This design comes from an exercise in tuning for small area on the open sky130 flow, not from production work. Only simulation tests tie the RTL to the original design; equivalence was not proved. Power figures rest on the tool's default switching activity, not on a simulated workload.

==> flow/design.v (outline; a module is shown in full before it is edited, if it fits) <==
// module RoundRobinPortPriority: 38 lines
// module MemWritebackMux: 39 lines
// module HandshakeFIFO: 43 lines
// module FixedMemory: 53 lines
// module LoadStoreUnit: 67 lines
// module WritebackMux: 31 lines
// module ALU_Simple0: 99 lines
// module ALU_Simple1: 20 lines
// module ProgramCounter: 44 lines
// module InstructionIssue: 37 lines
// module ImmediateMux: 24 lines
// module ForwardingSystem: 59 lines
// module RegisterFile_Cell: 45 lines
// module RegisterFile: 86 lines
// module StallControl: 31 lines
// module InstructionDecoder: 78 lines
// module CPU: 366 lines
module CPU #(
    parameter DATABITWIDTH = 16
)(
    input clk,
    input clk_en,
    input sync_rst,
    input  SystemEn,
    output HaltOut,
    output             [15:0] InstAddr,
    input              [15:0] InstData,
    input                    DataFlashEn,
    input              [9:0] FlashAddr,
    input [DATABITWIDTH-1:0] FlashData,
    output                    IOOutACK,
    input                     IOOutREQ,
    output              [3:0] IOMinorOpcode,
    output [DATABITWIDTH-1:0] IOOutAddress,
    output [DATABITWIDTH-1:0] IOOutData,
    output              [3:0] IOOutDestReg,
    input                     IOInACK,
    output                    IOInREQ,
    input               [3:0] IOInDestReg,
    input  [DATABITWIDTH-1:0] IOInData,
    output [DATABITWIDTH-1:0] RegisterWriteData_OUT,
    output                    RegisterWriteEn_OUT,
    output              [3:0] RegisterWriteAddr_OUT
);
  // ...
==> flow/run.sh <==
#!/bin/bash
# synth_recipe.tcl (not shown) runs the flow's synth.tcl, then flattens the netlist and writes it again
# the make line also repeats each setting of config.mk as NAME=value (left out here)
make -C /OpenROAD-flow-scripts/flow DESIGN_CONFIG=/design/flow/config.mk WORK_HOME=/design/flow/orfs CLKGATE_MAP_FILE= SYNTH_SCRIPT=/design/flow/synth_recipe.tcl finish
==> flow/config.mk <==
export PLATFORM = sky130hd
export DESIGN_NAME = CPU
export DESIGN_NICKNAME = CPU
export VERILOG_FILES = /design/flow/design.v
export SDC_FILE = /design/flow/constraint.sdc
export NUM_CORES = 4
export LEC_CHECK = 0
export ABC_AREA = 1
export CAP_MARGIN = 20
export CORE_MARGIN = 2
export CORE_UTILIZATION = 50
export SLEW_MARGIN = 20
==> flow/constraint.sdc <==
create_clock -name core_clock -period 8.0 [get_ports {clk}]
set_input_delay 1.6000 -clock core_clock [delete_from_list [all_inputs] [get_ports {clk}]]
set_output_delay 1.6000 -clock core_clock [all_outputs]
set_load 0.01 [all_outputs]
==> results.sh, run 1 <==
export IMPL_dpl_cell_count=7416
export IMPL_max_vdd_ir_drop_v=0.000202
export IMPL_root_buffer="clkbuf_16"
export IMPL_grt_use_met2_pct=58.6
export IMPL_fmax_mhz=134
export IMPL_grt_pass1_vias=43012
export IMPL_postSynth_topFlopCell="edfxtp_1"
export IMPL_synth_seq_cells=1088
export IMPL_p_switching_w=0.00406
export IMPL_leakagePower_nw=24.5
export IMPL_clock_latency_ps=740
export IMPL_vias_per_cell=6.10
export IMPL_worstSetupEndpoint="s2_V[0]"
export IMPL_min_period_over_period_pct=93.6
export IMPL_ctsHoldBuffers=0
export IMPL_numCtsBuffers=113
export IMPL_setup_tns_ps=0
export IMPL_ys_warn_count=5
export IMPL_htree_levels=3
export IMPL_cts_setup_buffers=0
export IMPL_antenna_cells=3
export IMPL_regMostFlops="DataMemory"
export IMPL_n_all_buffers=572
export IMPL_status="no timing/DRC/antenna violations"
export IMPL_switching_share_pct=28.6
export IMPL_cts_repair_resized=0
export IMPL_critPathRequiredTime_ps=8580
export IMPL_io_buffer_count=143
export IMPL_start_util_pct=50.4
export IMPL_die_h_um=335
export IMPL_multi_input_area_share_pct=31.2
export IMPL_setup_ws_ps=511
export IMPL_clkCellAreaFrac_pct=5.77
export IMPL_intPower_w=0.0102
export IMPL_tap_cells=1414
export IMPL_yosysSeqAreaShare_pct=58.6
==> module RoundRobinPortPriority, before the edit <==
module RoundRobinPortPriority #(
    parameter PORTCOUNT = 4,
    parameter PORTADDRWIDTH = 2,
    parameter ROUNDROBINEN = 1
)(
    input clk,
    input clk_en,
    input sync_rst,
    input [PORTCOUNT-1:0] PortACKVector,
    output [PORTADDRWIDTH-1:0] PortSelection
);
        reg  [PORTADDRWIDTH-1:0] PriorityIndex;
        wire                     PriorityIndexTrigger = ((|PortACKVector) && clk_en) || sync_rst;
        wire [PORTADDRWIDTH-1:0] NextPriorityIndex = (sync_rst) ? 0 : PriorityIndex + 1;
        always_ff @(posedge clk) begin
            if (PriorityIndexTrigger) begin
                PriorityIndex <= NextPriorityIndex;
            end
        end
        wire [PORTADDRWIDTH:0] ShiftAmount = {'0, PriorityIndex[PORTADDRWIDTH-1:0]};
        wire [(2*PORTCOUNT)-1:0] DoubledPortACKVector = {PortACKVector, PortACKVector};
        wire [(2*PORTCOUNT)-1:0] ShiftedPortACKVector_Tmp = DoubledPortACKVector >> ShiftAmount;
        wire [PORTCOUNT-1:0] ShiftedPortACKVector = ShiftedPortACKVector_Tmp[PORTCOUNT-1:0];
        wire [PORTCOUNT-1:0] IsolatedLowerBit = ShiftedPortACKVector & -ShiftedPortACKVector;
        wire [PORTCOUNT-1:0] Bitmask [PORTADDRWIDTH-1:0];
        wire [PORTADDRWIDTH-1:0] BitScanResult;
        genvar CurrentMask;
        genvar CurrentBit;
        generate
            for (CurrentMask = 0; CurrentMask < PORTADDRWIDTH; CurrentMask = CurrentMask + 1) begin : MaskScan
                for (CurrentBit = 0; CurrentBit < PORTCOUNT; CurrentBit = CurrentBit + 1) begin : BitScan
                    assign Bitmask[CurrentMask][CurrentBit] = (CurrentBit & (1 << CurrentMask)) >> CurrentMask;
                end
                assign BitScanResult[CurrentMask] = |(IsolatedLowerBit & Bitmask[CurrentMask]);
            end
        endgenerate
        assign PortSelection = BitScanResult + PriorityIndex;
endmodule
==> module MemWritebackMux, before the edit <==
module MemWritebackMux #(
    parameter DATABITWIDTH = 16,
    parameter INPUTPORTCOUNT = 4,
    parameter PORTADDRWIDTH = 2,
    parameter REGADDRBITWIDTH = 4
)(
    input clk,
    input clk_en,
    input sync_rst,
    output [INPUTPORTCOUNT-1:0]                       MemWritebackREQ,
    input  [INPUTPORTCOUNT-1:0]                       MemWritebackACK,
    input  [INPUTPORTCOUNT-1:0]    [DATABITWIDTH-1:0] MemWritebackDataIn,
    input  [INPUTPORTCOUNT-1:0] [REGADDRBITWIDTH-1:0] MemWritebackAddrIn,
    output                       RegWriteEn,
    output    [DATABITWIDTH-1:0] RegWriteData,
    output [REGADDRBITWIDTH-1:0] RegWriteAddr
);
    wire [INPUTPORTCOUNT-1:0] PortACKVector = MemWritebackACK;
    wire  [PORTADDRWIDTH-1:0] PortSelection;
    RoundRobinPortPriority #(
        .PORTCOUNT    (INPUTPORTCOUNT),
        .PORTADDRWIDTH(PORTADDRWIDTH)
    ) RRPortPriority (
        .clk          (clk),
        .clk_en       (clk_en),
        .sync_rst     (sync_rst),
        .PortACKVector(PortACKVector),
        .PortSelection(PortSelection)
    );
    logic [INPUTPORTCOUNT-1:0] RequestMask;
    always_comb begin : RequestMaskGen
        RequestMask = 0;
        RequestMask[PortSelection] = 1'b1;
    end
    assign MemWritebackREQ = MemWritebackACK & RequestMask;
    assign RegWriteEn = |MemWritebackACK;
    assign RegWriteData = MemWritebackDataIn[PortSelection];
    assign RegWriteAddr = MemWritebackAddrIn[PortSelection];
endmodule
==> module WritebackMux, before the edit <==
module WritebackMux #(
    parameter DATABITWIDTH = 16,
    parameter REGADDRBITWIDTH = 4
)(
    input                        RegAWriteEn,
    input                        JumpAndLinkEn,
    input  [REGADDRBITWIDTH-1:0] RegWriteAddr,
    input                  [1:0] WritebackSource,
    input     [DATABITWIDTH-1:0] JumpAndLinkResultIn,
    input     [DATABITWIDTH-1:0] ALU0ResultIn,
    input     [DATABITWIDTH-1:0] ALU1ResultIn,
    output    [DATABITWIDTH-1:0] WritebackResultOut,
    output [REGADDRBITWIDTH-1:0] WritebackRegAddr,
    output                       RegisterWriteEn
);
    logic  [DATABITWIDTH:0] Result_tmp;
    wire              [1:0] WritebackSourceCond;
    assign                  WritebackSourceCond[0] = WritebackSource[0];
    assign                  WritebackSourceCond[1] = WritebackSource[1];
    always_comb begin : ResultMux
        case (WritebackSourceCond)
            2'b01  : Result_tmp = JumpAndLinkResultIn;
            2'b10  : Result_tmp = ALU0ResultIn;
            2'b11  : Result_tmp = ALU1ResultIn;
            default: Result_tmp = '0;  
        endcase
    end
    assign WritebackResultOut = Result_tmp;
    assign WritebackRegAddr = JumpAndLinkEn ? 4'hf : RegWriteAddr;
    assign RegisterWriteEn = RegAWriteEn;
endmodule
==> module CPU, before the edit <==
module CPU #(
    parameter DATABITWIDTH = 16
)(
    input clk,
    input clk_en,
    input sync_rst,
    input  SystemEn,
    output HaltOut,
    output             [15:0] InstAddr,
    input              [15:0] InstData,
    input                    DataFlashEn,
    input              [9:0] FlashAddr,
    input [DATABITWIDTH-1:0] FlashData,
    output                    IOOutACK,
    input                     IOOutREQ,
    output              [3:0] IOMinorOpcode,
    output [DATABITWIDTH-1:0] IOOutAddress,
    output [DATABITWIDTH-1:0] IOOutData,
    output              [3:0] IOOutDestReg,
    input                     IOInACK,
    output                    IOInREQ,
    input               [3:0] IOInDestReg,
    input  [DATABITWIDTH-1:0] IOInData,
    output [DATABITWIDTH-1:0] RegisterWriteData_OUT,
    output                    RegisterWriteEn_OUT,
    output              [3:0] RegisterWriteAddr_OUT
);
    wire        StallEn;
    reg         s1_Valid;
    reg  [15:0] s1_Inst;
    always_ff @(posedge clk) begin
        if (sync_rst) begin
            s1_Valid <= 1'b0;
        end
        else if (SystemEn && clk_en) begin
            s1_Valid <= ~StallEn;
        end
    end
    always_ff @(posedge clk) begin
        if (SystemEn && clk_en) begin
            s1_Inst <= InstData;
        end
    end
    wire [3:0] Opc = s1_Inst[15:12];
    wire       OpALU0   = (Opc == 4'h0);
    wire       OpALU1   = (Opc == 4'h1);
    wire       OpCplx   = (Opc == 4'h2);
    wire       OpMem    = (Opc == 4'h3);
    wire       OpJAL    = (Opc[3:1] == 3'b100);
    wire       OpBranch = (Opc[3:1] == 3'b101);
    wire       OpImmAny = (Opc[3:2] == 2'b11);
    wire       OpUpper  = (Opc == 4'he);
    wire [3:0] RegAAddr = (s1_Inst[15] && s1_Inst[12]) ? {s1_Inst[11:10], 1'b0, s1_Inst[14]} : s1_Inst[11:8];
    wire [3:0] RegBAddr = s1_Inst[3:0];
    wire       RegANonZero = |RegAAddr;
    wire       JAL       = s1_Valid && OpJAL;
    wire       BranchV   = s1_Valid && OpBranch;
    wire       JumpEn    = BranchV && ~RegANonZero;
    wire       BranchFUE = JAL || (BranchV && RegANonZero);
    wire       BranchStall = BranchFUE;
    wire       MemEn     = s1_Valid && OpMem;
    wire       RegAReadEn  = s1_Valid && (~Opc[2] || OpUpper);
    wire       RegBReadEn  = s1_Valid && ((Opc[3:2] == 2'b00) || (Opc == 4'h8) || (Opc == 4'ha));
    wire       RegAWriteEn = s1_Valid && (OpALU0 || OpALU1 || OpJAL || OpImmAny);
    wire       ImmOp     = (Opc == 4'h9) || (Opc == 4'hb) || OpImmAny;
    wire [3:0] MinorOp   = ImmOp ? 4'h7 : s1_Inst[7:4];
    wire       DirtyBitTrigger = s1_Valid && (OpCplx || OpMem) && ~s1_Inst[7] && ~s1_Inst[6];
    wire       HaltEn    = s1_Valid && OpCplx && (s1_Inst[7:4] == 4'hf);
    wire [1:0] WBSrc = {s1_Valid && (OpALU0 || OpALU1 || OpImmAny), s1_Valid && (OpALU1 || OpJAL)};
    wire RegisterStall;
    wire IssueCongestionStall;
    reg  BranchStallDelay;
    reg  HaltCapture;
    always_ff @(posedge clk) begin
        if (sync_rst) begin
            BranchStallDelay <= 1'b0;
        end
        else if (clk_en) begin
            BranchStallDelay <= BranchStall;
        end
    end
    always_ff @(posedge clk) begin
        if (sync_rst) begin
            HaltCapture <= 1'b0;
        end
        else if (~HaltCapture && clk_en) begin
            HaltCapture <= HaltEn;
        end
    end
    assign StallEn = BranchStallDelay || RegisterStall || IssueCongestionStall || HaltEn || HaltCapture;
    wire        FM_NotEmpty;
    wire [3:0]  FM_DestOut;
    wire [15:0] FM_DataOut;
    reg  [1:0]  PriorityIndex;
    wire        FM_Offer = FM_NotEmpty && clk_en;
    wire        SelIO = IOInACK && (~FM_Offer || PriorityIndex[1]);
    wire        SelFM = FM_Offer && ~SelIO;
    wire        MemWE = FM_Offer || IOInACK;
    wire [3:0]  MemWAddr = SelIO ? IOInDestReg : FM_DestOut;
    wire [15:0] MemWData = SelIO ? IOInData : FM_DataOut;
    assign IOInREQ = SelIO;
    always_ff @(posedge clk) begin
        if (sync_rst) begin
            PriorityIndex <= 2'b00;
        end
        else if (MemWE && clk_en) begin
            PriorityIndex <= PriorityIndex + 2'b01;
        end
    end
    wire        s2_WE;
    wire [3:0]  s2_WA;
    wire [15:0] WBResult;
    reg  [15:0] Regs  [15:1];
    wire [15:0] MemWDataRst = MemWData & {16{~sync_rst}};
    wire [15:0] WBResultRst = WBResult & {16{~sync_rst}};
    reg  [15:1] Dirty;
    wire [15:0] DirtyOut;
    assign DirtyOut[0] = 1'b0;
    genvar r;
    generate
        for (r = 1; r < 16; r = r + 1) begin : RF
            wire LocalWE  = s2_WE && (s2_WA == r);
            wire LocalMWE = (SelIO && (IOInDestReg == r)) || (SelFM && (FM_DestOut == r));
            wire LocalDS  = DirtyBitTrigger && (RegAAddr == r);
            always_ff @(posedge clk) begin
                if (((LocalMWE || LocalWE) && clk_en) || sync_rst) begin
                    Regs[r] <= LocalMWE ? MemWDataRst : WBResultRst;
                end
            end
            always_ff @(posedge clk) begin
                if (sync_rst) begin
                    Dirty[r] <= 1'b0;
                end
                else if ((LocalDS || LocalMWE) && clk_en) begin
                    Dirty[r] <= LocalDS && ~LocalMWE;
                end
            end
            assign DirtyOut[r] = Dirty[r] && ~LocalMWE;
        end
    endgenerate
    wire StallA = DirtyOut[RegAAddr] && RegAReadEn;
    wire StallB = DirtyOut[RegBAddr] && RegBReadEn;
    reg  RegisterStallBuffer;
    always_ff @(posedge clk) begin
        if (sync_rst) begin
            RegisterStallBuffer <= 1'b0;
        end
        else if ((MemWE || DirtyBitTrigger) && clk_en) begin
            RegisterStallBuffer <= StallA || StallB;
        end
    end
    assign RegisterStall = StallA || StallB || RegisterStallBuffer;
    wire RegistersSync = ~|DirtyOut;
    reg        WAC_Valid;
    reg  [3:0] WAC_Addr;
    always_ff @(posedge clk) begin
        if (sync_rst) begin
            WAC_Valid <= 1'b0;
        end
        else if (clk_en) begin
            WAC_Valid <= RegAWriteEn;
        end
    end
    always_ff @(posedge clk) begin
        if (clk_en) begin
            WAC_Addr <= RegAAddr;
        end
    end
    wire F0A = WAC_Valid && RegAReadEn && (WAC_Addr == RegAAddr);
    wire F0B = WAC_Valid && RegBReadEn && (WAC_Addr == RegBAddr);
    wire F1A_IO = SelIO && RegAReadEn && (IOInDestReg == RegAAddr);
    wire F1A_FM = SelFM && RegAReadEn && (FM_DestOut == RegAAddr);
    wire F1B_IO = SelIO && RegBReadEn && (IOInDestReg == RegBAddr);
    wire F1B_FM = SelFM && RegBReadEn && (FM_DestOut == RegBAddr);
    wire F1A = F1A_IO || F1A_FM;
    wire F1B = F1B_IO || F1B_FM;
    wire SelA0   = F0A && ~F1A;
    wire SelA1IO = F1A_IO && ~F0A;
    wire SelA1FM = F1A_FM && ~F0A;
    wire SelAR   = ~(F0A ^ F1A);
    wire SelB0   = F0B && ~F1B;
    wire SelB1IO = F1B_IO && ~F0B;
    wire SelB1FM = F1B_FM && ~F0B;
    wire SelBR   = ~(F0B ^ F1B);
    logic [15:0] DataA;
    logic [15:0] FwdB;
    always_comb begin
        DataA = ({16{SelA0}} & WBResult) | ({16{SelA1IO}} & IOInData) | ({16{SelA1FM}} & FM_DataOut);
        FwdB  = ({16{SelB0}} & WBResult) | ({16{SelB1IO}} & IOInData) | ({16{SelB1FM}} & FM_DataOut);
        for (int i = 1; i < 16; i = i + 1) begin
            DataA = DataA | (Regs[i] & {16{SelAR && (RegAAddr == i)}});
            FwdB  = FwdB  | (Regs[i] & {16{SelBR && (RegBAddr == i)}});
        end
    end
    logic [15:0] DataB;
    always_comb begin
        if (~ImmOp) begin
            DataB = FwdB;
        end
        else if (~Opc[2]) begin
            DataB = {{6{s1_Inst[9]}}, s1_Inst[9:0]};
        end
        else begin
            case (Opc[1:0])
                2'b00  : DataB = {8'h00, s1_Inst[7:0]};
                2'b01  : DataB = {6'h00, s1_Inst[9:0]};
                2'b10  : DataB = {s1_Inst[7:0], DataA[7:0]};
                default: DataB = {6'h3f, s1_Inst[9:0]};
            endcase
        end
    end
    wire [15:0] ALUResult;
    ALU_Simple0 ALU (
        .Data_InA (DataA),
        .Data_InB (DataB),
        .Unit     (OpALU1),
        .Opcode   (MinorOp),
        .ResultOut(ALUResult)
    );
    wire [15:0] TargetAbs;
    wire        TargetCarry;
    assign TargetAbs[2:0] = DataB[2:0];
    assign {TargetCarry, TargetAbs[15:3]} = {1'b0, DataB[15:3]} + {10'h0, s1_Inst[7:4]};
    wire [15:0] NextV = (OpALU0 || OpALU1) ? ALUResult :
                        (OpImmAny || s1_Inst[12]) ? DataB : TargetAbs;
    reg         s2_WE_r;
    reg  [1:0]  s2_WB;
    reg         s2_BranchEn;
    reg  [3:0]  s2_WA_r;
    reg  [15:0] s2_V;
    reg         s2_AZero;
    reg         s2_Rel;
    wire        Stage1Load = SystemEn && clk_en;
    always_ff @(posedge clk) begin
        if (sync_rst) begin
            s2_WE_r     <= 1'b0;
            s2_WB       <= 2'b00;
            s2_BranchEn <= 1'b0;
        end
        else if (Stage1Load) begin
            s2_WE_r     <= RegAWriteEn;
            s2_WB       <= WBSrc;
            s2_BranchEn <= BranchFUE;
        end
    end
    always_ff @(posedge clk) begin
        if (Stage1Load) begin
            s2_WA_r  <= OpJAL ? 4'hf : RegAAddr;
            s2_V     <= NextV;
            s2_AZero <= (DataA == 16'h0);
            s2_Rel   <= s1_Inst[12];
        end
    end
    assign s2_WE = s2_WE_r;
    assign s2_WA = s2_WA_r;
    reg  [15:0] PCReg;
    wire [15:0] PCAddend = JumpEn ? DataB : s2_BranchEn ? s2_V : 16'h1;
    wire [15:0] PCSum;
    wire        PCSumCarry;
    assign {PCSumCarry, PCSum} = {1'b0, PCReg} + {1'b0, PCAddend};
    wire [15:0] NextPC = JumpEn ? (s1_Inst[12] ? PCSum : TargetAbs) :
                         (s2_BranchEn && ~s2_Rel) ? s2_V : PCSum;
    always_ff @(posedge clk) begin
        if (sync_rst) begin
            PCReg <= 16'h0;
        end
        else if (SystemEn && ~StallEn && clk_en && (JumpEn || ~s2_BranchEn || s2_AZero)) begin
            PCReg <= NextPC;
        end
    end
    assign InstAddr = PCReg;
    wire [15:0] PCMinusOne;
    wire        PCMinusOneCarry;
    assign {PCMinusOneCarry, PCMinusOne} = {1'b0, PCReg} + 17'h0ffff;
    assign WBResult = (s2_WB == 2'b01) ? PCMinusOne : s2_WB[1] ? s2_V : 16'h0;
    assign RegisterWriteData_OUT = WBResult;
    assign RegisterWriteEn_OUT = s2_WE;
    assign RegisterWriteAddr_OUT = s2_WA;
    assign HaltOut = RegistersSync && StallEn && HaltCapture;
    wire        LS_Full;
    wire        LS_NotEmpty;
    wire        LS_Push = ~LS_Full && clk_en && MemEn;
    wire        LS_Pop;
    wire [39:0] LS_Out;
    assign IssueCongestionStall = MemEn && ~(~LS_Full && clk_en);
    HandshakeFIFO #(
        .DATABITWIDTH(40)
    ) LSFIFO (
        .clk     (clk),
        .sync_rst(sync_rst),
        .Push    (LS_Push),
        .dIN     ({MinorOp, DataB, DataA, RegAAddr}),
        .Pop     (LS_Pop),
        .Full    (LS_Full),
        .NotEmpty(LS_NotEmpty),
        .dOUT    (LS_Out)
    );
    wire [3:0]  LS_Minor = LS_Out[39:36];
    wire [15:0] LS_Addr  = LS_Out[35:20];
    wire [15:0] LS_Value = LS_Out[19:4];
    wire [3:0]  LS_Dest  = LS_Out[3:0];
    wire LS_Offer = LS_NotEmpty && clk_en;
    wire CacheSel = |LS_Addr[15:10];
    wire IOSel    = ~|LS_Addr[15:9] && LS_Addr[8] && LS_Addr[7];
    wire FMSel    = ~CacheSel && ~IOSel;
    assign IOOutACK      = IOSel && LS_Offer;
    assign IOMinorOpcode = LS_Minor;
    assign IOOutAddress  = LS_Addr;
    assign IOOutData     = LS_Value;
    assign IOOutDestReg  = LS_Dest;
    wire FM_Full;
    wire IsStore   = ~LS_Minor[3] && LS_Minor[2];
    wire FM_ACK    = FMSel && LS_Offer;
    wire FM_InREQ  = ~FM_Full && clk_en;
    wire MemWrite  = (IsStore && FM_ACK) || (DataFlashEn && clk_en);
    wire FM_Push   = FM_InREQ && FM_ACK && ~MemWrite;
    assign LS_Pop  = LS_Offer && ((IOSel && IOOutREQ) || (FMSel && (IsStore || FM_InREQ)));
    logic [15:0] StoreValue;
    always_comb begin
        case (LS_Minor[1:0])
            2'b01  : StoreValue = LS_Value;
            2'b10  : StoreValue = 16'hffff;
            2'b11  : StoreValue = 16'hffff;
            default: StoreValue = LS_Addr[0] ? {LS_Value[7:0], 8'h00} : {8'h00, LS_Value[7:0]};
        endcase
    end
    reg  [15:0] DataMemory [31:0];
    wire [4:0]  MemAddr = DataFlashEn ? FlashAddr[5:1] : LS_Addr[5:1];
    wire [15:0] MemWriteData = DataFlashEn ? FlashData : StoreValue;
    always_ff @(posedge clk) begin
        if (MemWrite) begin
            DataMemory[MemAddr] <= MemWriteData;
        end
    end
    logic [15:0] DataRead;
    always_comb begin
        DataRead = 16'h0;
        for (int i = 0; i < 32; i = i + 1) begin
            DataRead = DataRead | (DataMemory[i] & {16{LS_Addr[5:1] == i}});
        end
    end
    logic [15:0] LoadValue;
    always_comb begin
        case (LS_Minor[1:0])
            2'b01  : LoadValue = DataRead;
            2'b10  : LoadValue = 16'hffff;
            2'b11  : LoadValue = 16'hffff;
            default: LoadValue = LS_Addr[0] ? {8'h00, DataRead[15:8]} : {8'h00, DataRead[7:0]};
        endcase
    end
    wire [19:0] FM_Out;
    HandshakeFIFO #(
        .DATABITWIDTH(20)
    ) FMFIFO (
        .clk     (clk),
        .sync_rst(sync_rst),
        .Push    (FM_Push),
        .dIN     ({LS_Dest, LoadValue}),
        .Pop     (SelFM),
        .Full    (FM_Full),
        .NotEmpty(FM_NotEmpty),
        .dOUT    (FM_Out)
    );
    assign FM_DestOut = FM_Out[19:16];
    assign FM_DataOut = FM_Out[15:0];
endmodule
==> run 2: changes to the inputs <==
--- a/flow/design.v
+++ b/flow/design.v
@@ -1,78 +1 @@
-module RoundRobinPortPriority #(
-    parameter PORTCOUNT = 4,
-    parameter PORTADDRWIDTH = 2,
-    parameter ROUNDROBINEN = 1
-)(
-    input clk,
-    input clk_en,
-    input sync_rst,
-    input [PORTCOUNT-1:0] PortACKVector,
-    output [PORTADDRWIDTH-1:0] PortSelection
-);
-        reg  [PORTADDRWIDTH-1:0] PriorityIndex;
-        wire                     PriorityIndexTrigger = ((|PortACKVector) && clk_en) || sync_rst;
-        wire [PORTADDRWIDTH-1:0] NextPriorityIndex = (sync_rst) ? 0 : PriorityIndex + 1;
-        always_ff @(posedge clk) begin
-            if (PriorityIndexTrigger) begin
-                PriorityIndex <= NextPriorityIndex;
-            end
-        end
-        wire [PORTADDRWIDTH:0] ShiftAmount = {'0, PriorityIndex[PORTADDRWIDTH-1:0]};
-        wire [(2*PORTCOUNT)-1:0] DoubledPortACKVector = {PortACKVector, PortACKVector};
-        wire [(2*PORTCOUNT)-1:0] ShiftedPortACKVector_Tmp = DoubledPortACKVector >> ShiftAmount;
-        wire [PORTCOUNT-1:0] ShiftedPortACKVector = ShiftedPortACKVector_Tmp[PORTCOUNT-1:0];
-        wire [PORTCOUNT-1:0] IsolatedLowerBit = ShiftedPortACKVector & -ShiftedPortACKVector;
-        wire [PORTCOUNT-1:0] Bitmask [PORTADDRWIDTH-1:0];
-        wire [PORTADDRWIDTH-1:0] BitScanResult;
-        genvar CurrentMask;
-        genvar CurrentBit;
-        generate
-            for (CurrentMask = 0; CurrentMask < PORTADDRWIDTH; CurrentMask = CurrentMask + 1) begin : MaskScan
-                for (CurrentBit = 0; CurrentBit < PORTCOUNT; CurrentBit = CurrentBit + 1) begin : BitScan
-                    assign Bitmask[CurrentMask][CurrentBit] = (CurrentBit & (1 << CurrentMask)) >> CurrentMask;
-                end
-                assign BitScanResult[CurrentMask] = |(IsolatedLowerBit & Bitmask[CurrentMask]);
-            end
-        endgenerate
-        assign PortSelection = BitScanResult + PriorityIndex;
-endmodule
-module MemWritebackMux #(
-    parameter DATABITWIDTH = 16,
-    parameter INPUTPORTCOUNT = 4,
-    parameter PORTADDRWIDTH = 2,
-    parameter REGADDRBITWIDTH = 4
-)(
-    input clk,
-    input clk_en,
-    input sync_rst,
-    output [INPUTPORTCOUNT-1:0]                       MemWritebackREQ,
-    input  [INPUTPORTCOUNT-1:0]                       MemWritebackACK,
-    input  [INPUTPORTCOUNT-1:0]    [DATABITWIDTH-1:0] MemWritebackDataIn,
-    input  [INPUTPORTCOUNT-1:0] [REGADDRBITWIDTH-1:0] MemWritebackAddrIn,
-    output                       RegWriteEn,
-    output    [DATABITWIDTH-1:0] RegWriteData,
-    output [REGADDRBITWIDTH-1:0] RegWriteAddr
-);
-    wire [INPUTPORTCOUNT-1:0] PortACKVector = MemWritebackACK;
-    wire  [PORTADDRWIDTH-1:0] PortSelection;
-    RoundRobinPortPriority #(
-        .PORTCOUNT    (INPUTPORTCOUNT),
-        .PORTADDRWIDTH(PORTADDRWIDTH)
-    ) RRPortPriority (
-        .clk          (clk),
-        .clk_en       (clk_en),
-        .sync_rst     (sync_rst),
-        .PortACKVector(PortACKVector),
-        .PortSelection(PortSelection)
-    );
-    logic [INPUTPORTCOUNT-1:0] RequestMask;
-    always_comb begin : RequestMaskGen
-        RequestMask = 0;
-        RequestMask[PortSelection] = 1'b1;
-    end
-    assign MemWritebackREQ = MemWritebackACK & RequestMask;
-    assign RegWriteEn = |MemWritebackACK;
-    assign RegWriteData = MemWritebackDataIn[PortSelection];
-    assign RegWriteAddr = MemWritebackAddrIn[PortSelection];
-endmodule
 module HandshakeFIFO #(
@@ -240,32 +163,29 @@
 endmodule
-module WritebackMux #(
-    parameter DATABITWIDTH = 16,
-    parameter REGADDRBITWIDTH = 4
-)(
-    input                        RegAWriteEn,
-    input                        JumpAndLinkEn,
-    input  [REGADDRBITWIDTH-1:0] RegWriteAddr,
-    input                  [1:0] WritebackSource,
-    input     [DATABITWIDTH-1:0] JumpAndLinkResultIn,
-    input     [DATABITWIDTH-1:0] ALU0ResultIn,
-    input     [DATABITWIDTH-1:0] ALU1ResultIn,
-    output    [DATABITWIDTH-1:0] WritebackResultOut,
-    output [REGADDRBITWIDTH-1:0] WritebackRegAddr,
-    output                       RegisterWriteEn
+module WritebackMux (
+    input  A1,
+    input  A2,
+    input  B1,
+    input  B2,
+    input  C1,
+    input  C2,
+    output Y
 );
-    logic  [DATABITWIDTH:0] Result_tmp;
-    wire              [1:0] WritebackSourceCond;
-    assign                  WritebackSourceCond[0] = WritebackSource[0];
-    assign                  WritebackSourceCond[1] = WritebackSource[1];
-    always_comb begin : ResultMux
-        case (WritebackSourceCond)
-            2'b01  : Result_tmp = JumpAndLinkResultIn;
-            2'b10  : Result_tmp = ALU0ResultIn;
-            2'b11  : Result_tmp = ALU1ResultIn;
-            default: Result_tmp = '0;  
-        endcase
-    end
-    assign WritebackResultOut = Result_tmp;
-    assign WritebackRegAddr = JumpAndLinkEn ? 4'hf : RegWriteAddr;
-    assign RegisterWriteEn = RegAWriteEn;
+    assign Y = ~((A1 & A2) | (B1 & B2) | (C1 & C2));
+endmodule
+module MemWritebackMux (
+    input  S,
+    input  A0,
+    input  A1,
+    output Y
+);
+    assign Y = ~(S ? A1 : A0);
+endmodule
+module RoundRobinPortPriority (
+    input  A1,
+    input  A2,
+    input  B1,
+    input  B2,
+    output Y
+);
+    assign Y = ~((A1 & A2) | (B1 & B2));
 endmodule
@@ -907,4 +827,4 @@
     reg  [15:0] Regs  [15:1];
-    wire [15:0] MemWDataRst = MemWData & {16{~sync_rst}};
-    wire [15:0] WBResultRst = WBResult & {16{~sync_rst}};
+    wire [15:0] MemWDataRstN = ~(MemWData & {16{~sync_rst}});
+    wire [15:0] WBResultRstN = ~(WBResult & {16{~sync_rst}});
     reg  [15:1] Dirty;
@@ -918,5 +838,14 @@
             wire LocalDS  = DirtyBitTrigger && (RegAAddr == r);
+            wire [15:0] NextReg;
+            for (genvar wb = 0; wb < 16; wb = wb + 1) begin : WriteMux
+                MemWritebackMux WriteMuxBit (
+                    .S (LocalMWE),
+                    .A0(WBResultRstN[wb]),
+                    .A1(MemWDataRstN[wb]),
+                    .Y (NextReg[wb])
+                );
+            end
             always_ff @(posedge clk) begin
                 if (((LocalMWE || LocalWE) && clk_en) || sync_rst) begin
-                    Regs[r] <= LocalMWE ? MemWDataRst : WBResultRst;
+                    Regs[r] <= NextReg;
                 end
@@ -978,12 +907,61 @@
     wire SelBR   = ~(F0B ^ F1B);
-    logic [15:0] DataA;
-    logic [15:0] FwdB;
+    logic [14:0] RegSelA;
+    logic [14:0] RegSelB;
     always_comb begin
-        DataA = ({16{SelA0}} & WBResult) | ({16{SelA1IO}} & IOInData) | ({16{SelA1FM}} & FM_DataOut);
-        FwdB  = ({16{SelB0}} & WBResult) | ({16{SelB1IO}} & IOInData) | ({16{SelB1FM}} & FM_DataOut);
-        for (int i = 1; i < 16; i = i + 1) begin
-            DataA = DataA | (Regs[i] & {16{SelAR && (RegAAddr == i)}});
-            FwdB  = FwdB  | (Regs[i] & {16{SelBR && (RegBAddr == i)}});
+        for (int i = 0; i < 15; i = i + 1) begin
+            RegSelA[i] = (RegAAddr == i + 1);
+            RegSelB[i] = (RegBAddr == i + 1);
         end
     end
+    wire [15:0] RegAGroupN [4:0];
+    wire [15:0] RegBGroupN [4:0];
+    wire [15:0] FwdAN;
+    wire [15:0] FwdBN;
+    genvar rg, rb;
+    generate
+        for (rb = 0; rb < 16; rb = rb + 1) begin : RegReadBits
+            for (rg = 0; rg < 5; rg = rg + 1) begin : RegReadGroups
+                WritebackMux ReadAOIA (
+                    .A1(RegSelA[3*rg]),
+                    .A2(Regs[3*rg+1][rb]),
+                    .B1(RegSelA[3*rg+1]),
+                    .B2(Regs[3*rg+2][rb]),
+                    .C1(RegSelA[3*rg+2]),
+                    .C2(Regs[3*rg+3][rb]),
+                    .Y (RegAGroupN[rg][rb])
+                );
+                WritebackMux ReadAOIB (
+                    .A1(RegSelB[3*rg]),
+                    .A2(Regs[3*rg+1][rb]),
+                    .B1(RegSelB[3*rg+1]),
+                    .B2(Regs[3*rg+2][rb]),
+                    .C1(RegSelB[3*rg+2]),
+                    .C2(Regs[3*rg+3][rb]),
+                    .Y (RegBGroupN[rg][rb])
+                );
+            end
+            WritebackMux FwdAOIA (
+                .A1(SelA0),
+                .A2(WBResult[rb]),
+                .B1(SelA1IO),
+                .B2(IOInData[rb]),
+                .C1(SelA1FM),
+                .C2(FM_DataOut[rb]),
+                .Y (FwdAN[rb])
+            );
+            WritebackMux FwdAOIB (
+                .A1(SelB0),
+                .A2(WBResult[rb]),
+                .B1(SelB1IO),
+                .B2(IOInData[rb]),
+                .C1(SelB1FM),
+                .C2(FM_DataOut[rb]),
+                .Y (FwdBN[rb])
+            );
+        end
+    endgenerate
+    wire [15:0] ReadA = ~(RegAGroupN[0] & RegAGroupN[1] & RegAGroupN[2] & RegAGroupN[3] & RegAGroupN[4]);
+    wire [15:0] ReadB = ~(RegBGroupN[0] & RegBGroupN[1] & RegBGroupN[2] & RegBGroupN[3] & RegBGroupN[4]);
+    wire [15:0] DataA = ~FwdAN | (ReadA & {16{SelAR}});
+    wire [15:0] FwdB  = ~FwdBN | (ReadB & {16{SelBR}});
     logic [15:0] DataB;
@@ -1006,9 +984,97 @@
     wire [15:0] ALUResult;
-    ALU_Simple0 ALU (
-        .Data_InA (DataA),
-        .Data_InB (DataB),
-        .Unit     (OpALU1),
-        .Opcode   (MinorOp),
-        .ResultOut(ALUResult)
-    );
+    if (1) begin : ALU
+        wire [15:0] A = DataA;
+        wire [15:0] B = DataB;
+        wire        Unit = OpALU1;
+        wire [3:0]  Opcode = MinorOp;
+        wire [4:0]  Op = {Unit, Opcode};
+        wire        Signed  = ~Opcode[1];
+        wire        XZero = ~Unit && (Opcode[1:0] == 2'b01);
+        wire        XOnes = ~Unit && (Opcode[1:0] == 2'b11);
+        wire [15:0] AddX = XOnes ? 16'hffff : XZero ? 16'h0000 : {A[15] ^ (Unit && Signed), A[14:0]};
+        wire [15:0] AddY = B ^ {16{Unit}} ^ {Unit && Signed, 15'h0};
+        wire        AddCin = Unit || XZero;
+        wire [15:0] Sum;
+        wire        Carry;
+        assign {Carry, Sum} = {1'b0, AddX} + {1'b0, AddY} + {16'h0, AddCin};
+        wire [4:0]  Index5 = B[4:0];
+        wire        IndexInvalid = (Index5 == 5'd0) || (Index5[4] && |Index5[3:0]);
+        wire [3:0]  BitIndex = B[3:0] - 4'd1;
+        logic [15:0] OneHot;
+        always_comb begin
+            OneHot = 16'h0;
+            OneHot[BitIndex] = ~IndexInvalid;
+        end
+        wire [15:0] Z = Unit ? OneHot : B;
+        logic [3:0] Table;
+        always_comb begin
+            case (Op)
+                5'h04  : Table = 4'b1000;  
+                5'h05  : Table = 4'b0110;  
+                5'h06  : Table = 4'b1110;  
+                5'h07  : Table = 4'b1010;  
+                5'h0C  : Table = 4'b0111;  
+                5'h0D  : Table = 4'b1001;  
+                5'h0E  : Table = 4'b0001;  
+                5'h0F  : Table = 4'b0101;  
+                5'h10  : Table = 4'b1110;  
+                5'h11  : Table = 4'b0100;  
+                5'h12  : Table = 4'b0110;  
+                default: Table = 4'b0000;
+            endcase
+        end
+        logic [15:0] LogicOut;
+        always_comb begin
+            for (int k = 0; k < 16; k = k + 1) begin
+                LogicOut[k] = Table[{A[k], Z[k]}];
+            end
+        end
+        wire [3:0]  ShiftAmt = B[3:0];
+        wire        IsLeft = (Opcode[1:0] == 2'b11);
+        wire        IsBitSel = (Opcode[2:0] == 3'b011);
+        wire [3:0]  RotAmt = IsBitSel ? BitIndex : IsLeft ? (4'd0 - ShiftAmt) : ShiftAmt;
+        wire [31:0] RotFull = {A, A} >> RotAmt;
+        wire [15:0] Rot = RotFull[15:0];
+        logic [15:0] Thermo;
+        always_comb begin
+            for (int k = 0; k < 16; k = k + 1) begin
+                Thermo[k] = (ShiftAmt <= k);
+            end
+        end
+        logic [15:0] ShiftMask;  
+        logic [15:0] ShiftOut;
+        always_comb begin
+            for (int k = 0; k < 16; k = k + 1) begin
+                ShiftMask[k] = (Opcode[1:0] == 2'b01) ? 1'b1 : (Opcode[1:0] == 2'b11) ? Thermo[k] : Thermo[15-k];
+            end
+            for (int k = 0; k < 16; k = k + 1) begin
+                ShiftOut[k] = ShiftMask[k] ? Rot[k] : (Opcode[1:0] == 2'b10) && A[15];
+            end
+        end
+        logic [15:0] ReversedB;
+        always_comb begin
+            for (int k = 0; k < 16; k = k + 1) begin
+                ReversedB[k] = B[15-k];
+            end
+        end
+        wire [15:0] ScanInput = Opcode[0] ? B : ReversedB;
+        logic [3:0] LowIndex;
+        always_comb begin
+            LowIndex = 4'd0;
+            for (int k = 15; k >= 0; k = k - 1) begin
+                if (ScanInput[k]) LowIndex = k[3:0];
+            end
+        end
+        wire        BZero = (B == 16'h0);
+        wire [4:0]  ScanResult = BZero ? 5'd0 : Opcode[0] ? ({1'b0, LowIndex} + 5'd1) : (5'd16 - {1'b0, LowIndex});
+        wire SelSum   = ~Unit && (Opcode[3:2] == 2'b00);
+        wire SelShift = Unit && (Opcode[3:2] == 2'b01);
+        wire SelBitSel = Unit && (Opcode == 4'h3);
+        wire SelFlag  = (Opcode[3:2] == 2'b10) && (Unit || ~Opcode[0]);
+        wire SelScan  = Unit && (Opcode[3:1] == 3'b110);
+        wire SelRev   = Unit && (Opcode == 4'he);
+        wire Flag = Carry ^ (Unit && Opcode[0]);
+        assign ALUResult = ({16{SelSum}} & Sum) | LogicOut | ({16{SelShift}} & ShiftOut) | ({16{SelBitSel}} & {16{Rot[0]}}) |
+                           {15'h0, SelFlag && Flag} | ({16{SelScan}} & {11'h0, ScanResult}) | ({16{SelRev}} & ReversedB);
+    end
     wire [15:0] TargetAbs;
@@ -1078,15 +1144,36 @@
     wire [39:0] LS_Out;
+    wire [39:0] LS_In = {MinorOp, DataB, DataA, RegAAddr};
     assign IssueCongestionStall = MemEn && ~(~LS_Full && clk_en);
-    HandshakeFIFO #(
-        .DATABITWIDTH(40)
-    ) LSFIFO (
-        .clk     (clk),
-        .sync_rst(sync_rst),
-        .Push    (LS_Push),
-        .dIN     ({MinorOp, DataB, DataA, RegAAddr}),
-        .Pop     (LS_Pop),
-        .Full    (LS_Full),
-        .NotEmpty(LS_NotEmpty),
-        .dOUT    (LS_Out)
-    );
+    if (1) begin : LSFIFO
+        reg [2:0] Head;
+        always_ff @(posedge clk) begin
+            if (sync_rst) begin
+                Head <= 3'b000;
+            end
+            else if (LS_Push) begin
+                Head <= Head + 3'b001;
+            end
+        end
+        reg [2:0] Tail;
+        always_ff @(posedge clk) begin
+            if (sync_rst) begin
+                Tail <= 3'b000;
+            end
+            else if (LS_Pop) begin
+                Tail <= Tail + 3'b001;
+            end
+        end
+        wire LowerEqual = Head[1:0] == Tail[1:0];
+        wire UpperDiffer = Head[2] ^ Tail[2];
+        assign LS_Full = LowerEqual && UpperDiffer;
+        assign LS_NotEmpty = ~(LowerEqual && ~UpperDiffer);
+        reg [40-1:0] FIFOMem [3:0];
+        always_ff @(posedge clk) begin
+            if (LS_Push) begin
+                FIFOMem[Head[1:0]] <= LS_In;
+            end
+        end
+        assign LS_Out = (FIFOMem[0] & {40{Tail[1:0] == 2'd0}}) | (FIFOMem[1] & {40{Tail[1:0] == 2'd1}}) |
+                      (FIFOMem[2] & {40{Tail[1:0] == 2'd2}}) | (FIFOMem[3] & {40{Tail[1:0] == 2'd3}});
+    end
     wire [3:0]  LS_Minor = LS_Out[39:36];
@@ -1128,2 +1215,27 @@
     end
+    logic [32:0] ReadSel;
+    always_comb begin
+        for (int i = 0; i < 32; i = i + 1) begin
+            ReadSel[i] = (LS_Addr[5:1] == i);
+        end
+        ReadSel[32] = 1'b0;
+    end
+    wire [15:0] DataMemoryPad = 16'h0;
+    wire [15:0] ReadGroupN [10:0];
+    genvar g, b;
+    generate
+        for (g = 0; g < 11; g = g + 1) begin : ReadGroups
+            for (b = 0; b < 16; b = b + 1) begin : ReadBits
+                WritebackMux ReadAOI (
+                    .A1(ReadSel[3*g]),
+                    .A2(DataMemory[3*g][b]),
+                    .B1(ReadSel[3*g+1]),
+                    .B2(DataMemory[3*g+1][b]),
+                    .C1(ReadSel[3*g+2]),
+                    .C2((3*g+2 < 32) ? DataMemory[(3*g+2) % 32][b] : 1'b0),
+                    .Y (ReadGroupN[g][b])
+                );
+            end
+        end
+    endgenerate
     logic [15:0] DataRead;
@@ -1131,4 +1243,4 @@
         DataRead = 16'h0;
-        for (int i = 0; i < 32; i = i + 1) begin
-            DataRead = DataRead | (DataMemory[i] & {16{LS_Addr[5:1] == i}});
+        for (int i = 0; i < 11; i = i + 1) begin
+            DataRead = DataRead | ~ReadGroupN[i];
         end
@@ -1145,14 +1257,35 @@
     wire [19:0] FM_Out;
-    HandshakeFIFO #(
-        .DATABITWIDTH(20)
-    ) FMFIFO (
-        .clk     (clk),
-        .sync_rst(sync_rst),
-        .Push    (FM_Push),
-        .dIN     ({LS_Dest, LoadValue}),
-        .Pop     (SelFM),
-        .Full    (FM_Full),
-        .NotEmpty(FM_NotEmpty),
-        .dOUT    (FM_Out)
-    );
+    wire [19:0] FM_In = {LS_Dest, LoadValue};
+    if (1) begin : FMFIFO
+        reg [2:0] Head;
+        always_ff @(posedge clk) begin
+            if (sync_rst) begin
+                Head <= 3'b000;
+            end
+            else if (FM_Push) begin
+                Head <= Head + 3'b001;
+            end
+        end
+        reg [2:0] Tail;
+        always_ff @(posedge clk) begin
+            if (sync_rst) begin
+                Tail <= 3'b000;
+            end
+            else if (SelFM) begin
+                Tail <= Tail + 3'b001;
+            end
+        end
+        wire LowerEqual = Head[1:0] == Tail[1:0];
+        wire UpperDiffer = Head[2] ^ Tail[2];
+        assign FM_Full = LowerEqual && UpperDiffer;
+        assign FM_NotEmpty = ~(LowerEqual && ~UpperDiffer);
+        reg [20-1:0] FIFOMem [3:0];
+        always_ff @(posedge clk) begin
+            if (FM_Push) begin
+                FIFOMem[Head[1:0]] <= FM_In;
+            end
+        end
+        assign FM_Out = (FIFOMem[0] & {20{Tail[1:0] == 2'd0}}) | (FIFOMem[1] & {20{Tail[1:0] == 2'd1}}) |
+                      (FIFOMem[2] & {20{Tail[1:0] == 2'd2}}) | (FIFOMem[3] & {20{Tail[1:0] == 2'd3}});
+    end
     assign FM_DestOut = FM_Out[19:16];
==> flow/flow/run.sh (new file) <==
#!/bin/bash
set -euo pipefail
export BUFFER_PORTS_ARGS="-buffer_cell sky130_fd_sc_hd__buf_1"
export CTS_ARGS="-sink_clustering_enable -repair_clock_nets -dont_use_dummy_load -sink_clustering_size 20 -sink_clustering_max_diameter 60 -buf_list sky130_fd_sc_hd__clkbuf_16"
bash standard.sh > standard_make.log 2>&1
==> flow/standard.sh (new file) <==
#!/bin/bash
# synth_recipe.tcl (not shown) runs the flow's synth.tcl, then flattens the netlist and writes it again
# the make line also repeats each setting of config.mk as NAME=value (left out here)
make -C /OpenROAD-flow-scripts/flow DESIGN_CONFIG=/design/flow/config.mk WORK_HOME=/design/flow/orfs CLKGATE_MAP_FILE= SYNTH_SCRIPT=/design/flow/synth_recipe.tcl "${@:-finish}"
--- a/flow/config.mk
+++ b/flow/config.mk
@@ -7,3 +7,2 @@
 export LEC_CHECK = 0
-export ABC_AREA = 1
 export CAP_MARGIN = 20
@@ -12 +11,3 @@
 export SLEW_MARGIN = 20
+export SYNTH_HIERARCHICAL = 1
+export SYNTH_MINIMUM_KEEP_SIZE = 0
removed: flow/run.sh
==> run 2 against run 1 <==
Net effect:
- still clean
- combinational power fell by 22%
- critical path depth down 23
- clock-buffer cell count fell by 39
- global-route usage down 4.1 points
- hold slack better by 45 ps
- setup slack worse by 260 ps
- via count decreased by 15%
- design area is 8.9% lower
- die area is 4.0% lower
- register-to-register slack got worse by 470 ps
- area after synthesis decreased by 4.1%
- synthesized cell count down 30%
==> results.sh, run 2 <==
export IMPL_status="no timing/DRC/antenna violations"
export IMPL_ys_warn_count=9
export IMPL_htree_levels=3
export IMPL_max_vdd_ir_drop_v=0.000180
export IMPL_fp_dieW_um=328
export IMPL_holdWs_ps=498
export IMPL_clock_sinks=1088
export IMPL_ant_nets=0
export IMPL_io_buffer_count=143
export IMPL_postSynth_topFlopCell="edfxtp_1"
export IMPL_nNetsFinal=4467
export IMPL_async_flop_share_pct=0
export IMPL_antenna_found_initial=8
export IMPL_timing_hold_violations_final=0
export IMPL_clkPwrFrac_pct=31.8
export IMPL_vias=39731
export IMPL_dr_pass1_iters=13
export IMPL_drt_iter0_markers=7123
export IMPL_hold_path_class="flop to flop"
export IMPL_cts_tree="built"
export IMPL_worst_pin_slew_ps=1150
export IMPL_crit_path_end_kind="flop"
export IMPL_leakagePower_nw=19.4
export IMPL_power_density_nw_per_um2=208
export IMPL_setup_ws_ps=250
export IMPL_place_area_sq_um=56300
export IMPL_regMostFlops="DataMemory"
export IMPL_setup_tns_ps=0
export IMPL_max_cap_viol_count=0
export IMPL_yosys_area_top_type_share_pct=59.0
export IMPL_numCtsBuffers=90
export IMPL_grt_max_degree=63
export IMPL_detail_route_wl_per_cell_um=32.2
export IMPL_start_util_pct=50.6
export IMPL_top_level_ports=149
export IMPL_root_buffer="clkbuf_16"
export IMPL_dieArea_sq_um=108000
export IMPL_slowest_delay_ps=730
export IMPL_syn_cell_area_sq_um=52600
export IMPL_slew_violations=0
export IMPL_post_place_ws_ps=37.3
export IMPL_synth_edff_count=1034
export IMPL_cp_data_arrival_time_ps=8060
export IMPL_layout_cells_non_filler=5704
export IMPL_die_h_um=328
export IMPL_synth_seq_cells=1088
export IMPL_fmax_mhz=129
export IMPL_crit_path_top_delay_cell="a2111oi_0"
export IMPL_critPathLaunchType="flop"
export IMPL_yosysSeqAreaShare_pct=61.1
export IMPL_ctsHoldBuffers=0
export IMPL_grtUsageTotal_pct=33.5
export IMPL_synth_cell_types=102
export IMPL_switching_share_pct=26.4
export IMPL_synth_top_area_cell="edfxtp_1"
export IMPL_fillers=8702
export IMPL_synth_most_common_cell="edfxtp_1"
export IMPL_cts_buffer_depth=3
export IMPL_critPathMaxFanout=14
export IMPL_min_period_over_period_pct=96.9
export IMPL_ys_top_cells_by_area="edfxtp_1 59%, a222oi_1 7.0%, mux2i_1 6.0%, nand2_1 2.2%, dfxtp_1 2.1%"
export IMPL_grt_pass1_vias=37504
export IMPL_final_cell_mix="1034 x edfxtp_1, 369 x a222oi_1, 313 x mux2i_1"
export IMPL_relSlewSlack_pct=23.2
export IMPL_critPathRequiredTime_ps=8310
export IMPL_cts_setup_buffers=0
export IMPL_drt_wl_total_um=184000
export IMPL_p_switching_w=0.00322
export IMPL_min_period_ps=7750
export IMPL_drcViolationCount=0
export IMPL_critPathKind="flop to flop"
export IMPL_path_cells="inv_1 -> ha_1 -> buf_4 -> a22o_1 -> a221oi_2 -> xnor2_1 -> nand2_1 -> nor4_1 -> a31oi_1 -> ha_1 -> a222oi_1 -> nand3_1 -> o21ai_1 -> or2_2 -> and2_0 -> buf_4 -> ha_1 -> xnor2_1 -> a21oi_2 -> buf_4 -> mux2i_1 -> o31ai_1 -> a2111oi_0 -> a32oi_1"
export IMPL_combPwrFrac_pct=15.5
export IMPL_gp_congestion=0.985
export IMPL_dpl_hpwl_um=127000
export IMPL_clock_latency_ps=690
export IMPL_share_seq_of_total_power_pct=52.7
export IMPL_grt_pass1_wl_um=262000
export IMPL_core_region_area_sq_um=104000
export IMPL_drive_above_1_share_pct=10.9
export IMPL_synthTopCellsByCount="1034 x edfxtp_1, 369 x a222oi_1, 313 x mux2i_1, 310 x nand2_1, 268 x nor2_1"
export IMPL_rsz0062_at_grt="no"
export IMPL_syn_area_per_cell_sq_um=13.2
export IMPL_clkTransAtPathRegs_ps=60
export IMPL_finClkSkew_ps=75.5
export IMPL_intPower_w=0.00896
export IMPL_vias_per_cell=6.97
export IMPL_dpl_cell_count=5613
export IMPL_final_area_sq_um=58600
export IMPL_final_common_cell="edfxtp_1"
export IMPL_overflow=0
export IMPL_rows=118
export IMPL_setup_viol_count_final=0
export IMPL_syn2layout_area_growth_pct=11.4
export IMPL_synthCells=3988
export IMPL_largest_reg_flops=512
## run 2: worst paths after layout
path | from | end | slack [ps] | depth (start not counted)
max | FMFIFO.Tail[0] | s2_V[2] | 250 | 24
min | s2_WB[0] | s2_WB[0] | 500 | 2
max reg2reg | FMFIFO.Tail[0] | s2_V[2] | 250 | 24
min reg2reg | s2_WB[0] | s2_WB[0] | 500 | 2
## run 2: modules after synthesis, one instance, submodules excluded
module	flops+latches	area, sq um	cells	copies in the design
CPU	1088	46500	3380	1
MemWritebackMux	0	10.0	1	240
WritebackMux	0	10.0	1	368
## run 2: area by class of cell
class / instances / area (sq um) / share of cell area [%]
sequential: 1088 / 32100 / 54.9
multi-input combinational: 2681 / 19800 / 33.8
timing repair buffer: 379 / 2320 / 3.96
clock buffer: 90 / 2250 / 3.85
tap: 1380 / 1730 / 2.95
inverter: 85 / 319 / 0.545
antenna: 1 / 2.50 / 0.00427
## run 2: critical path, delay by kind of cell (launching register included)
family / cells / cell delay, ps
compound gates: 9 / 3480
xor+xnor: 2 / 400
fa+ha+maj: 3 / 890
buf+inv: 4 / 880
flops: 1 / 420
mux: 1 / 330
simple gates: 5 / 1000
## run 2: through the flow
stage / utilization (%) / power (W)
4_1_cts: 56.3 / 0.0122
6_report: 56.3 / 0.0122
5_1_grt: 56.3 / 0.0125
3_3_place_gp: 54.1 / 0.00836
3_5_place_dp: 54.1 / 0.00837
2_1_floorplan: - / 0.00768
## run 2: layer usage
layer  vias to the layer above  wire, um  global-route usage [%]
li1                      17129         -                       -
met1                     19797     72900                    46.6
met2                      2387     83300                    52.2
met3                       408     18600                    5.48
met4                        10      9020                    14.4
met5                         -        82                       0
## run 2: timing repair
action,CTS,global route
endpoints found under the setup margin,0,6
hold endpoints to repair,0,0
resized for setup,0,3
## run 2: logic make-up (layout without fill, tap and decap cells)
| logic type | count (synthesis) | in the layout | share of synthesized area [%] |
|---|---|---|---|
| simple gates | 1012 | 1012 | 9.05 |
| buf+inv | 250 | 554 | 1.97 |
| fa+ha+maj | 73 | 73 | 1.79 |
| mux | 356 | 356 | 7.26 |
| other cells | 1 | 33 | 0.00713 |
| xor+xnor | 119 | 119 | 2.02 |
| flops | 1088 | 1088 | 61.1 |
| compound gates | 1089 | 1089 | 16.8 |
## run 2: power by group through the flow
stage                     logic (W)  clock network, W  registers [W]
after global routing        0.00199           0.00408        0.00643
final                       0.00189           0.00387        0.00642
after global placement      0.00182                 0        0.00654
after CTS                   0.00184           0.00390        0.00642
after floorplan             0.00117                 0        0.00651
after detailed placement    0.00183                 0        0.00654
==> run 3: changes to the inputs <==
==> flow/run.sh (new file) <==
#!/bin/bash
# synth_recipe.tcl (not shown) runs the flow's synth.tcl, then flattens the netlist and writes it again
# the make line also repeats each setting of config.mk as NAME=value (left out here)
make -C /OpenROAD-flow-scripts/flow DESIGN_CONFIG=/design/flow/config.mk WORK_HOME=/design/flow/orfs CLKGATE_MAP_FILE= SYNTH_SCRIPT=/design/flow/synth_recipe.tcl finish
removed: flow/flow/run.sh
removed: flow/standard.sh
==> run 3 against run 2 <==
Net effect:
- area after synthesis unchanged
- routed wire length rose by 1.6%
- design area up 4.2%
- non-clock buffer count up 15
- die area unchanged
- largest power group unchanged
==> results.sh, run 3 <==
export IMPL_status="no timing/DRC/antenna violations"
export IMPL_clock_latency_ps=730
export IMPL_die_h_um=328
export IMPL_clock_sinks=1088
export IMPL_dpl_hpwl_um=130000
export IMPL_core_region_area_sq_um=104000
export IMPL_clkPwrFrac_pct=38.4
export IMPL_grtUsageTotal_pct=33.8
export IMPL_power_density_nw_per_um2=223
export IMPL_ys_top_cells_by_area="edfxtp_1 59%, a222oi_1 7.0%, mux2i_1 6.0%, nand2_1 2.2%, dfxtp_1 2.1%"
export IMPL_synthCells=3988
export IMPL_ys_warn_count=9
export IMPL_slowest_delay_ps=590
export IMPL_place_area_sq_um=57300
export IMPL_critPathMaxFanout=3
export IMPL_fin_util_pct=58.7
export IMPL_p_total_w=0.0136
export IMPL_drt_iter0_markers=6770
export IMPL_final_cell_mix="1034 x edfxtp_1, 369 x a222oi_1, 313 x mux2i_1"
export IMPL_drcViolationCount=0
export IMPL_drt_wl_total_um=187000
export IMPL_yosys_area_top_type_share_pct=59.0
export IMPL_numCtsBuffers=111
export IMPL_switching_share_pct=26.3
export IMPL_max_vdd_ir_drop_v=0.000197
export IMPL_setup_viol_count_final=0
export IMPL_postSynth_topFlopCell="edfxtp_1"
export IMPL_cts_tree="built"
export IMPL_setup_tns_ps=0
export IMPL_combPwrFrac_pct=14.4
export IMPL_ctsHoldBuffers=0
export IMPL_synth_cell_types=102
export IMPL_fp_dieW_um=328
export IMPL_htree_levels=3
export IMPL_synth_compound_area_share_pct=16.8
export IMPL_leakagePower_nw=20.5
export IMPL_syn_area_per_cell_sq_um=13.2
export IMPL_final_common_cell="edfxtp_1"
export IMPL_synth_top_family_by_area="compound AO/OA/AOI/OAI gates"
export IMPL_critPathKind="primary input to flop"
export IMPL_max_cap_viol_count=0
export IMPL_min_period_over_period_pct=92.4
export IMPL_grt_pass1_vias=37521
export IMPL_vias=40224
export IMPL_dieArea_sq_um=108000
export IMPL_hold_path_class="flop to flop"
export IMPL_yosysSeqAreaShare_pct=61.1
export IMPL_crit_path_top_delay_cell="clkdlybuf4s50_1"
export IMPL_min_period_ps=7390
export IMPL_syn2layout_area_growth_pct=16.0
export IMPL_finClkSkew_ps=61.6
export IMPL_final_area_sq_um=61000
export IMPL_ant_nets=0
export IMPL_synth_edff_count=1034
export IMPL_timing_hold_violations_final=0
export IMPL_slew_violations=0
export IMPL_muxShareOfSynthArea_pct=7.26
export IMPL_intPower_w=0.0100
export IMPL_worst_pin_slew_ps=1290
export IMPL_cts_buffer_depth=3
export IMPL_clkTransAtPathRegs_ps=60
export IMPL_grt_max_degree=53
export IMPL_critPathLaunchType="primary input"
export IMPL_synthTopCellsByCount="1034 x edfxtp_1, 369 x a222oi_1, 313 x mux2i_1, 310 x nand2_1, 268 x nor2_1"
export IMPL_start_util_pct=50.6
export IMPL_largest_reg_flops=512
export IMPL_synthAdderAreaFrac_pct=1.79
export IMPL_nNetsFinal=4503
export IMPL_cts_setup_buffers=0
export IMPL_crit_path_end_kind="flop"
export IMPL_root_buffer="clkbuf_16"
export IMPL_rsz0062_at_grt="no"
export IMPL_top_level_ports=149
export IMPL_cp_data_arrival_time_ps=7760
export IMPL_detail_route_wl_per_cell_um=32.0
export IMPL_synth_most_common_cell="edfxtp_1"
export IMPL_rows=118
export IMPL_vias_per_cell=6.90
export IMPL_critPathRequiredTime_ps=8360
export IMPL_p_switching_w=0.00358
export IMPL_fmax_mhz=135
export IMPL_antenna_found_initial=6
export IMPL_regMostFlops="DataMemory"
export IMPL_relSlewSlack_pct=13.0
export IMPL_fillers=8486
export IMPL_overflow=0
export IMPL_io_buffer_count=143
export IMPL_gp_congestion=1.01
export IMPL_drive_above_1_share_pct=12.7
export IMPL_synth_seq_cells=1088
export IMPL_async_flop_share_pct=0
export IMPL_synth_top_area_cell="edfxtp_1"
export IMPL_grt_pass1_wl_um=265000
export IMPL_yosys_area_share_simple_pct=9.05
export IMPL_path_cells="clkdlybuf4s50_1 -> xor2_1 -> nor4_1 -> a31oi_1 -> ha_1 -> a222oi_1 -> nand3_1 -> o21ai_1 -> or2_2 -> and2_0 -> inv_1 -> xnor2_1 -> fa_1 -> fa_1 -> nor2b_1 -> o21ai_0 -> a21boi_0 -> o21ai_0 -> a211oi_1 -> nor2_1 -> a21oi_1 -> a31oi_1 -> mux2i_1 -> a32oi_1"
export IMPL_syn_cell_area_sq_um=52600
export IMPL_dr_pass1_iters=13
export IMPL_synth_xor_area_share_pct=2.02
export IMPL_share_seq_of_total_power_pct=47.3
run 3: cell count changes in the layout (fill, tap and decap cells not counted), moves of 13 or more:
cell             previous run  this run
buf_1                     140         0
buf_4                     235       248
clkbuf_1                    0        27
clkbuf_16                  90       120
clkdlybuf4s50_1             0       140
clkinv_1                    2        17
clkinv_2                    0        19
run 3: area by class of cell:
| class | count | area [sq um] | area share, % |
|---|---|---|---|
| diodes | 1 | 2.50 | 0.00410 |
| clock buffers | 149 | 3130 | 5.13 |
| clock inverters | 51 | 508 | 0.832 |
| inverters | 85 | 319 | 0.523 |
| multi-input cells | 2681 | 19800 | 32.5 |
| flip-flops and latches | 1088 | 32100 | 52.7 |
| well taps | 1380 | 1730 | 2.83 |
| repair buffers | 394 | 3350 | 5.49 |
run 3: path summary, 6_finish.rpt:
| path | startpoint | endpoint | slack (ps) | depth (start not counted) |
|---|---|---|---|---|
| setup / recovery | IOInDestReg[1] | s2_V[0] | 610 | 24 |
| hold / removal | BranchStallDelay | BranchStallDelay | 500 | 2 |
| setup reg to reg | FMFIFO.Tail[0] | s2_V[0] | 710 | 28 |
| hold reg to reg | BranchStallDelay | BranchStallDelay | 500 | 2 |
run 3: per-layer routing:
layer | global-route usage, % | vias to the layer above | share of wire (%) | wire length (um)
li1 | - | 17291 | - | -
met1 | 47.1 | 20167 | 40 | 74900
met2 | 52.4 | 2370 | 46 | 85000
met3 | 6.04 | 392 | 9.9 | 18500
met4 | 13.8 | 4 | 4.5 | 8360
met5 | 0 | - | 0.012 | 23
run 3: Yosys stat by module (local to each module, per instance):
module,times used,cells inside,area [sq um],flops+latches
CPU,1,3380,46500,1088
WritebackMux,368,1,10.0,0
MemWritebackMux,240,1,10.0,0
run 3: worst max-delay path: cells and delay by family:
| kind | cells | cell delay, ps |
|---|---|---|
| compound gates | 10 | 2500 |
| simple gates | 6 | 1260 |
| fa+ha+maj | 3 | 1180 |
| buf+inv | 2 | 660 |
| xor+xnor | 2 | 360 |
| mux | 1 | 190 |
run 3: cell families (layout without fill, tap and decap cells):
family,count (synthesis),count (layout)
compound gates,1089,1089
flops,1088,1088
simple gates,1012,1012
mux,356,356
buf+inv,250,679
xor+xnor,119,119
fa+ha+maj,73,73
other cells,1,33
run 3: timing repair:
action / CTS / global route
setup endpoints to repair: 0 / 4
gates resized for setup: 0 / 7
hold endpoints to repair: 0 / 0
run 3: stage by stage:
stage / worst slack (ps) / hold WS, ps / cells
global placement: 15.0 / 479 / 5625
floorplan: 255 / 442 / 4019
finish: 610 / 504 / 5829
global route: 63.4 / 518 / 5828
detailed placement: 5.34 / 486 / 5627
CTS: 458 / 497 / 5827
run 3: power by group through the flow:
stage	combinational [W]	clock (W)	sequential (W)
after floorplan	0.00117	0	0.00651
after global placement	0.00188	0	0.00654
after detailed placement	0.00189	0	0.00654
after CTS	0.00190	0.00526	0.00642
after global routing	0.00205	0.00547	0.00643
final	0.00196	0.00521	0.00642

## what the ideal ports hide
How much do the figures lean on ideal ports? The routed layouts below were timed once more, with nothing changed but the port constraints.
Step 1, drivers: a clkbuf_16 drives clk and a buf_2 each remaining input, both assumed.
Step 2 also shifts input and output timing later by t, the mid clock arrival at the registers, as if the neighbouring blocks saw the same clock.
Three values: ideal ports, drivers, drivers and shift; two values: the first two.
run | shift t [ns] | setup WS [ns] | clock arrival spread, ns | worst slew at a driven data input, ns
run 1 | 0.795 | 0.511 / 0.561 / -0.234 | 0.043 / 0.044 | 0.16
run 2 | 0.738 | 0.250 / 0.250 / -0.022 | 0.093 / 0.093 | 0.17
run 3 | 0.775 | 0.610 / 0.668 / -0.107 | 0.061 / 0.062 | 0.09
Met with ideal ports but missed after step 2: setup timing in every run listed. The setup slack of run 1, which loses most, moves by +0.050 ns with the drivers and by -0.745 ns with both steps.
